This design comes from an exercise in tuning for small area, a short achievable clock period and few clock cycles on the open sky130 flow, not from production work. The RTL was checked by simulation tests, not by an equivalence proof against the original design. No activity file was given, so power comes from the tool's default toggle rates.

`flow/design.v`:
```
module cnn(
  input             clk,
  input             rst,
  input             en,
  input      [7:0]  ps_rd,
  input      [7:0]  in_rd,
  input      [7:0]  w_rd,
  input      [7:0]  b_rd,
  input      [7:0]  out_rd,
  output reg        done,
  output     [15:0] ps_ra,
  output     [15:0] in_ad,
  output reg        in_we,
  output     [7:0]  in_wd,
  output     [15:0] w_ra,
  output     [15:0] b_ra,
  output     [15:0] out_ad,
  output reg        out_we,
  output     [7:0]  out_wd
);
localparam ST_IDLE = 3'd0, ST_LOAD = 3'd1, ST_CALC = 3'd2, ST_CONV = 3'd3,
           ST_CDRN = 3'd4, ST_POOL = 3'd5, ST_PDRN = 3'd6, ST_INIT = 3'd7;
reg [2:0] st;
reg [7:0] pR, pC, pM, pN, pK, pS, pIR, pIC, pnIR, pnIC, pnP;
reg [3:0] pa;             
assign ps_ra = {12'd0, pa};
wire       pair  = (pS == 8'd1);
wire [7:0] kmax  = pK - 8'd1;
wire [7:0] tmax  = pair ? pK : kmax;           
wire [7:0] nmax  = pN - 8'd1;
wire [7:0] cmax  = pair ? {1'b0, pC[7:1]} - 8'd1 : pC - 8'd1;
wire [7:0] rmax  = pR - 8'd1;
wire [7:0] mmax  = pM - 8'd1;
wire [7:0] dI    = pIC - tmax;                 
wire [7:0] sstep = pair ? 8'd2 : pS;
wire [7:0] itN   = pIR - kmax;                 
wire [7:0] itR   = pS - 8'd1;                  
reg [15:0] dN;    
reg [15:0] dR;    
reg [7:0] t, i, n, c, r, m;
reg [15:0] ia, pb, wa, wb, oa;
reg [7:0] bm;      
wire tl = (t == tmax);
wire il = (i == kmax);
wire nl = (n == nmax);
wire cl = (c == cmax);
wire rl = (r == rmax);
wire ml = (m == mmax);
wire pix_done   = tl & il & nl;
wire plane_done = pix_done & cl & rl;
wire        wv      = ~(pair & tl);            
wire [15:0] wa_inc  = wa + {15'd0, wv};
wire [15:0] pb_next = cl ? (rl ? 16'd0 : pb + dR) : pb + {8'd0, sstep};
assign in_ad  = ia;
assign w_ra   = wa;
assign b_ra   = {8'd0, bm};
assign out_ad = oa;
reg [1:0] q;
wire xl  = (c == pnIC - 8'd1);
wire yl  = (r == pnIR - 8'd1);
wire xin = (c >= pnP) && (c < pnIC - pnP);
wire yin = (r >= pnP) && (r < pnIR - pnP);
wire inner = xin & yin;
wire xlin  = (c == pnIC - pnP - 8'd1);         
wire el    = ~inner | (q == 2'd3);             
wire [7:0] cm1 = pC - 8'd1;
reg v0_1, v1_1, fs_1, pd_1;
reg v0_2, v1_2, fs_2, pd_2;
reg fs_3, pd_3;
reg pd_4;
reg pend;
reg pe_1, pi_1, pf_1;    
reg pe_2, pi_2, pf_2;
reg [7:0]  xr, wr, w1, br;
reg [11:0] p0, p1, acc0, acc1;
reg [4:0]  hold1, owd, iwd, mx;
reg [4:0]  ordr;
assign out_wd = {3'd0, owd};
assign in_wd  = {3'd0, iwd};
wire [11:0] xs = {{4{xr[7]}}, xr};
wire [11:0] ws = {{4{wr[7]}}, wr};
wire [11:0] w1s = {{4{w1[7]}}, w1};
wire [11:0] bias = {br, 4'd0};
function [4:0] relu;
  input [11:0] a;
  relu = a[11] ? 5'd0 : {1'b0, a[7:4]} + {4'd0, a[3]};
endfunction
always @(posedge clk) begin
  xr <= in_rd;
  wr <= w_rd;
  w1 <= wr;
  br <= b_rd;
  bm <= m;
  ordr <= out_rd[4:0];
  p0 <= v0_2 ? xs * ws : 12'd0;
  p1 <= v1_2 ? xs * w1s : 12'd0;
  acc0 <= (fs_3 ? bias : acc0) + p0;
  acc1 <= (fs_3 ? bias : acc1) + p1;
  if (pd_4) hold1 <= relu(acc1);
  mx <= pf_2 ? ordr : (ordr > mx ? ordr : mx);
end
wire [4:0] mxn = (ordr > mx) ? ordr : mx;
wire conv_issue = (st == ST_CONV);
wire pool_issue = (st == ST_POOL);
always @(posedge clk or posedge rst) begin
  if (rst) begin
    st <= ST_IDLE;
    done <= 1'b0;
    pa <= 4'd0;
    pR <= 8'd0; pC <= 8'd0; pM <= 8'd0; pN <= 8'd0; pK <= 8'd0; pS <= 8'd0;
    pIR <= 8'd0; pIC <= 8'd0; pnIR <= 8'd0; pnIC <= 8'd0; pnP <= 8'd0;
    dN <= 16'd0; dR <= 16'd0;
    t <= 8'd0; i <= 8'd0; n <= 8'd0; c <= 8'd0; r <= 8'd0; m <= 8'd0;
    ia <= 16'd0; pb <= 16'd0; wa <= 16'd0; wb <= 16'd0; oa <= 16'd0;
    q <= 2'd0;
    v0_1 <= 1'b0; v1_1 <= 1'b0; fs_1 <= 1'b0; pd_1 <= 1'b0;
    v0_2 <= 1'b0; v1_2 <= 1'b0; fs_2 <= 1'b0; pd_2 <= 1'b0;
    fs_3 <= 1'b0; pd_3 <= 1'b0; pd_4 <= 1'b0; pend <= 1'b0;
    pe_1 <= 1'b0; pi_1 <= 1'b0; pf_1 <= 1'b0;
    pe_2 <= 1'b0; pi_2 <= 1'b0; pf_2 <= 1'b0;
    out_we <= 1'b0; owd <= 5'd0;
    in_we <= 1'b0; iwd <= 5'd0;
  end else begin
    v0_1 <= conv_issue & wv;
    v1_1 <= conv_issue & pair & (t != 8'd0);
    fs_1 <= conv_issue & (t == 8'd0) & (i == 8'd0) & (n == 8'd0);
    pd_1 <= conv_issue & pix_done;
    v0_2 <= v0_1; v1_2 <= v1_1; fs_2 <= fs_1; pd_2 <= pd_1;
    fs_3 <= fs_2; pd_3 <= pd_2;
    pd_4 <= pd_3;
    if (pd_4) begin
      out_we <= 1'b1;
      owd <= relu(acc0);
      pend <= pair;
    end else if (pend) begin
      out_we <= 1'b1;
      owd <= hold1;
      pend <= 1'b0;
    end else begin
      out_we <= 1'b0;
    end
    pe_1 <= pool_issue & el;
    pi_1 <= pool_issue & inner;
    pf_1 <= pool_issue & (q == 2'd0);
    pe_2 <= pe_1; pi_2 <= pi_1; pf_2 <= pf_1;
    in_we <= pe_2;
    if (pe_2) iwd <= pi_2 ? mxn : 5'd0;
    case (st)
    ST_IDLE: begin
      if (en) begin
        done <= 1'b0;
        st <= ST_LOAD;
        pa <= 4'd1;
      end
    end
    ST_LOAD: begin
      pR <= pC; pC <= pM; pM <= pN; pN <= pK; pK <= pS; pS <= pIR; pIR <= pIC;
      pIC <= pnIR; pnIR <= pnIC; pnIC <= pnP; pnP <= ps_rd;
      pa <= pa + 4'd1;
      if (pa == 4'd11) begin
        st <= ST_INIT;
        pa <= 4'd0;
        t <= 8'd0;
      end
    end
    ST_INIT: begin
      dN <= 16'd0 - {8'd0, tmax};
      dR <= {8'd0, pK} + {15'd0, pair};
      st <= ST_CALC;
    end
    ST_CALC: begin
      if (t < itN) dN <= dN + {8'd0, pIC};
      if (t < itR) dR <= dR + {8'd0, pIC};
      if ({1'b0, t} + 9'd1 >= {1'b0, itN} && {1'b0, t} + 9'd1 >= {1'b0, itR}) begin
        st <= ST_CONV;
        t <= 8'd0; i <= 8'd0; n <= 8'd0; c <= 8'd0; r <= 8'd0; m <= 8'd0;
        ia <= 16'd0; pb <= 16'd0; wa <= 16'd0; wb <= 16'd0; oa <= 16'd0;
      end else
        t <= t + 8'd1;
    end
    ST_CONV: begin
      t <= tl ? 8'd0 : t + 8'd1;
      if (tl) i <= il ? 8'd0 : i + 8'd1;
      if (tl & il) n <= nl ? 8'd0 : n + 8'd1;
      if (pix_done) c <= cl ? 8'd0 : c + 8'd1;
      if (pix_done & cl) r <= rl ? 8'd0 : r + 8'd1;
      if (plane_done) m <= m + 8'd1;
      ia <= ~tl ? ia + 16'd1 : ~il ? ia + {8'd0, dI} : ~nl ? ia + dN : pb_next;
      if (pix_done) pb <= pb_next;
      wa <= (pix_done & ~(cl & rl)) ? wb : wa_inc;
      if (plane_done) wb <= wa_inc;
      if (plane_done & ml) st <= ST_CDRN;
    end
    ST_CDRN: begin
      t <= t + 8'd1;
      if (t == 8'd7) begin
        st <= ST_POOL;
        c <= 8'd0; r <= 8'd0; m <= 8'd0; q <= 2'd0;
        ia <= 16'd0; oa <= 16'd0;
      end
    end
    ST_POOL: begin
      if (inner) begin
        q <= q + 2'd1;
        case (q)
        2'd0: oa <= oa + 16'd1;
        2'd1: oa <= oa + {8'd0, cm1};
        2'd2: oa <= oa + 16'd1;
        default: oa <= xlin ? oa + 16'd1 : oa - {8'd0, cm1};
        endcase
      end
      if (el) begin
        c <= xl ? 8'd0 : c + 8'd1;
        if (xl) r <= yl ? 8'd0 : r + 8'd1;
        if (xl & yl) m <= m + 8'd1;
        if (xl & yl & ml) begin
          st <= ST_PDRN;
          t <= 8'd0;
        end
      end
    end
    ST_PDRN: begin
      t <= t + 8'd1;
      if (t == 8'd2) begin
        st <= ST_IDLE;
        done <= 1'b1;
      end
    end
    default: st <= ST_IDLE;
    endcase
    if (st == ST_POOL || st == ST_PDRN) begin
      if (in_we) ia <= ia + 16'd1;
    end
    if (st == ST_CONV || st == ST_CDRN) begin
      if (out_we) oa <= oa + 16'd1;
    end
  end
end
endmodule
```
`flow/run.sh`:
```
#!/bin/bash
# synth_recipe.tcl (not shown) runs the flow's synth.tcl, then flattens the netlist and writes it again
# the make line also repeats each setting of config.mk as NAME=value (left out here)
make -C /OpenROAD-flow-scripts/flow DESIGN_CONFIG=/design/flow/config.mk WORK_HOME=/design/flow/orfs CLKGATE_MAP_FILE= SYNTH_SCRIPT=/design/flow/synth_recipe.tcl finish
```
`flow/config.mk`:
```
export PLATFORM = sky130hd
export DESIGN_NAME = cnn
export DESIGN_NICKNAME = cnn
export VERILOG_FILES = /design/flow/design.v
export SDC_FILE = /design/flow/constraint.sdc
export NUM_CORES = 4
export LEC_CHECK = 0
export CAP_MARGIN = 20
export CORE_MARGIN = 2
export CORE_UTILIZATION = 40
export PLACE_DENSITY = 0.6
export SLEW_MARGIN = 20
```
`flow/constraint.sdc`:
```
create_clock -name core_clock -period 11.0 [get_ports {clk}]
set_input_delay 2.2000 -clock core_clock [delete_from_list [all_inputs] [get_ports {clk}]]
set_output_delay 2.2000 -clock core_clock [all_outputs]
set_load 0.01 [all_outputs]
```
==> run notes <==
power by group through the flow:
| stage | clock (mW) | combinational [mW] | sequential [mW] |
|---|---|---|---|
| after floorplan | 0 | 0.462 | 1.49 |
| after global placement | 0 | 0.583 | 1.50 |
| after detailed placement | 0 | 0.590 | 1.50 |
| after CTS | 1.81 | 0.593 | 1.47 |
| after global routing | 1.86 | 0.666 | 1.48 |
| final | 1.76 | 0.575 | 1.47 |
how the worst min path moves through the flow:
stage	start	end	depth (start not counted)
final	pe_1	pe_2	0
after detailed placement	fs_2	fs_3	0
after global routing	pe_1	pe_2	0
after global placement	fs_1	fs_2	0
after floorplan	fs_1	fs_2	0
after CTS	fs_2	fs_3	0
worst max-delay path, delay by kind of cell (launching register included):
kind            cells  cell delay [ns]
fa+ha+maj           6             2.03
compound gates      6             1.69
simple gates        5             1.32
xor+xnor            3             0.76
flops               1             0.53
buf+inv             1             0.14
layer usage:
layer	vias to the layer above	global-route usage, %	part of all wire (%)
li1	12400	-	-
met4	0	6.77	3.0
met2	583	32.9	45
met3	131	2.80	4.9
met1	12100	29.1	47
met5	-	0	0
synthesized netlist by cell type, drive strengths merged (7+ instances only):
| library cell | number | area share, % |
|---|---|---|
| a211o | 14 | 0.39 |
| a211oi | 23 | 0.57 |
| a21boi | 15 | 0.36 |
| a21o | 56 | 1.4 |
| a21oi | 167 | 2.7 |
| a221oi | 7 | 0.20 |
| a22o | 11 | 0.31 |
| a31o | 8 | 0.23 |
| a31oi | 28 | 0.58 |
| and2 | 113 | 2.3 |
| and3 | 69 | 1.4 |
| buf | 51 | 1.1 |
| clkbuf | 122 | 1.5 |
| dfrtp | 288 | 23 |
| dfxtp | 98 | 6.3 |
| fa | 87 | 5.6 |
| ha | 277 | 11 |
| inv | 261 | 3.2 |
| maj3 | 13 | 0.42 |
| mux2 | 12 | 0.43 |
| mux2i | 56 | 1.8 |
| nand2 | 439 | 5.3 |
| nand2b | 53 | 1.1 |
| nand3 | 88 | 1.4 |
| nand3b | 9 | 0.22 |
| nand4 | 27 | 0.54 |
| nor2 | 153 | 1.8 |
| nor2b | 56 | 1.1 |
| nor3 | 80 | 1.3 |
| nor3b | 29 | 0.70 |
| nor4 | 17 | 0.34 |
| o2111ai | 10 | 0.28 |
| o211ai | 18 | 0.43 |
| o21a | 27 | 0.65 |
| o21ai | 266 | 4.3 |
| o21bai | 17 | 0.41 |
| o22ai | 16 | 0.32 |
| o31a | 8 | 0.23 |
| o31ai | 35 | 1.1 |
| or2 | 9 | 0.18 |
| or3 | 17 | 0.36 |
| or4 | 10 | 0.25 |
| xnor2 | 221 | 6.3 |
| xor2 | 102 | 2.9 |
per-stage QoR:
step                      total power, mW  cell area (um2)
after CTS                            3.87            34800
after floorplan                      1.95            31200
after detailed placement             2.09            33000
after global routing                 4.00            34800
final                                3.81            34800
after global placement               2.08            33000
kinds of logic after synthesis:
kind of cell	share of synthesized area [%]
DFF	30.0
and+or+nand+nor	18.8
other	0.0121
adders and majority gates	17.2
muxes	2.25
buffers and inverters	5.79
xor gates and xnor gates	9.66
AOI/OAI and AO/OA	16.3
layout make-up:
class / count / area share [%]
clock buffers: 64 / 4.01
clock inverters: 28 / 1.08
inverters: 264 / 2.88
multi-input cells: 2772 / 57.8
flip-flops and latches: 391 / 26.8
well taps: 1040 / 3.74
repair buffers: 135 / 3.72
registers in the layout, indices dropped and copies added (netlist names), 12 cells and up:
register,flops
acc1,12
pb,16
p0,12
dN,16
oa,16
ia,16
dR,16
wb,16
p1,12
wa,16
acc0,12
==> impl_metrics.json <==
{
  "critical-path-max-stage-delay_ns": 0.85,
  "dr.pass1.iters": 7,
  "cts_tree": "done",
  "crit_start": "pK[0]",
  "synth-edff-count": 5,
  "final_cells": 4694,
  "core_um2": 77200,
  "ys.flop_type": "dfrtp_1",
  "p_seq_share_pct": 38.7,
  "hold_path_class": "flip-flop to flip-flop",
  "ys_warn_count": 1,
  "holdWs_ns": 0.348,
  "ir_drop_mv": 0.111,
  "period_share_pct": 60.1,
  "io_pins": 142,
  "totalWireLength_um": 82600,
  "multi_input_area_um2": 20100,
  "worst-path-max-fanout": 13,
  "rows": 102,
  "seq_area_um2": 9320,
  "io_buffers": 112,
  "cp-start-kind": "flip-flop",
  "post-route-util_pct": 45.1,
  "worstSetupPathType": "flip-flop to flip-flop",
  "rsz0062_at_grt": "no",
  "crit_chain": "inv_1 > ha_1 > xnor2_1 > ha_1 > o21ai_0 > nand2b_1 > maj3_1 > maj3_1 > maj3_1 > a21oi_1 > xnor2_1 > ha_1 > nand4_1 > a21oi_1 > o32ai_1 > a21oi_1 > nor2_1 > a21oi_1 > nand4_1 > xor2_1 > nor2_1",
  "r2r_cells": 21,
  "r2r-start": "pK[0]",
  "ys_seq_elements": 391,
  "hold_violations": 0,
  "postCtsHoldBufs": 0,
  "mostFrequentLayoutCell": "nand2_1",
  "outcome": "finished clean",
  "cp_slowest_cell": "nor2_1",
  "postSynthAreaPerCell_um2": 8.69,
  "p_leak_nw": 16.1,
  "area_delta_synth_final_pct": 12.0,
  "crit_end": "i[4]",
  "p_sw_mw": 1.02,
  "drc_errors": 0,
  "cts_buffer_depth": 3,
  "grt_pass1_wl_um": 133000,
  "layout_common_cells": "434 x nand2_1, 288 x dfrtp_1, 277 x ha_1",
  "rrSetupSlack_ns": 4.39,
  "fin_worst_skew_ns": 0.0222,
  "fin_nets": 4020,
  "cts-root-buf": "clkbuf_16",
  "vias": 25200,
  "grt_overflow": 0,
  "finalMaxSlewViolations": 0,
  "grt_use_total_pct": 20.7,
  "drive_gt1_share_pct": 5.15,
  "setup_viol": 0,
  "post_cts_buffers": 0,
  "clk_latency_ns": 0.61,
  "async_reset_ff_share_pct": 73.7,
  "synthCells": 3575,
  "dp_cells": 4602,
  "combPwrFrac_pct": 15.1,
  "drtIter0Drc": 1750,
  "fmax_mhz": 151,
  "syn_area_um2": 31100,
  "end_kind": "flip-flop",
  "start_util_pct": 40.3,
  "grt_max_degree": 88,
  "tightest_slew_ns": 1.15,
  "worst_ep_arrival_time_ns": 7.10,
  "grt_pass1_vias": 24100,
  "clockPowerShare_pct": 46.2,
  "cts-buffers-inserted": 49,
  "timing.final.crit_period_ns": 6.61,
  "netSwitchingFraction_pct": 26.8,
  "worst_ep_required_time_ns": 11.48,
  "r2r_end": "i[4]",
  "detail-route-antenna-nets": 0,
  "drv_cap": 0,
  "die_h_um": 283,
  "gp_congestion": 0.886,
  "p_per_area_nw_per_um2": 110,
  "dp_hpwl_um": 60800,
  "chipWidth_um": 283,
  "ys_seq_area_share_pct": 30.0,
  "pre_cts_ws_ns": 4.49,
  "internal-power_mw": 2.79,
  "final.setup.tns_ns": 0,
  "antenna_found_initial": 1,
  "routed_via_density": 5.37,
  "die_area_um2": 80000,
  "fill_cells": 7555,
  "slew-limit-headroom_pct": 22.5,
  "worst_slack_ns": 4.39,
  "path_common_cell": "a21oi_1",
  "clkSlewWorstSetupHoldPaths_ns": 0.06,
  "wire_per_inst_um": 17.6,
  "yosys.cell_types.count": 97,
  "cts_htree_levels": 2,
  "n_antenna_cell": 0,
  "post_cts_resized": 0,
  "clock-sinks": 391
}
Testbench counts, summed over its fixed seeds: cycles 6,186,320.

static timing again, ports no longer ideal:
Ports are ideal in the flow. The routed layout listed here was re-timed in OpenROAD.
Step 1 (the two cells are an assumption about what drives the block):
set clk [get_ports {clk}]
set_driving_cell -lib_cell sky130_fd_sc_hd__clkbuf_16 $clk
set_driving_cell -lib_cell sky130_fd_sc_hd__buf_2 [delete_from_list [all_inputs] $clk]
Step 2 moves the port delays by t, midway between the first and last clock arrival at a register: inputs arrive t later, outputs are due t later. That takes back most of the time a late clock gives input paths.
Three values: ideal ports, drivers, drivers and shift; two values: the first two.
t, ns: 0.669
setup slack, ns: 4.387 / 4.387 / 4.387
worst setup path after step 2: register to register
latest minus earliest clock arrival (ns): 0.023 / 0.022
worst slew at a driven data input, ns: 0.09
After both steps setup and hold are still met in this run. For this run, drivers alone change the setup slack by 0.000 ns; drivers and shift together by 0.000 ns.
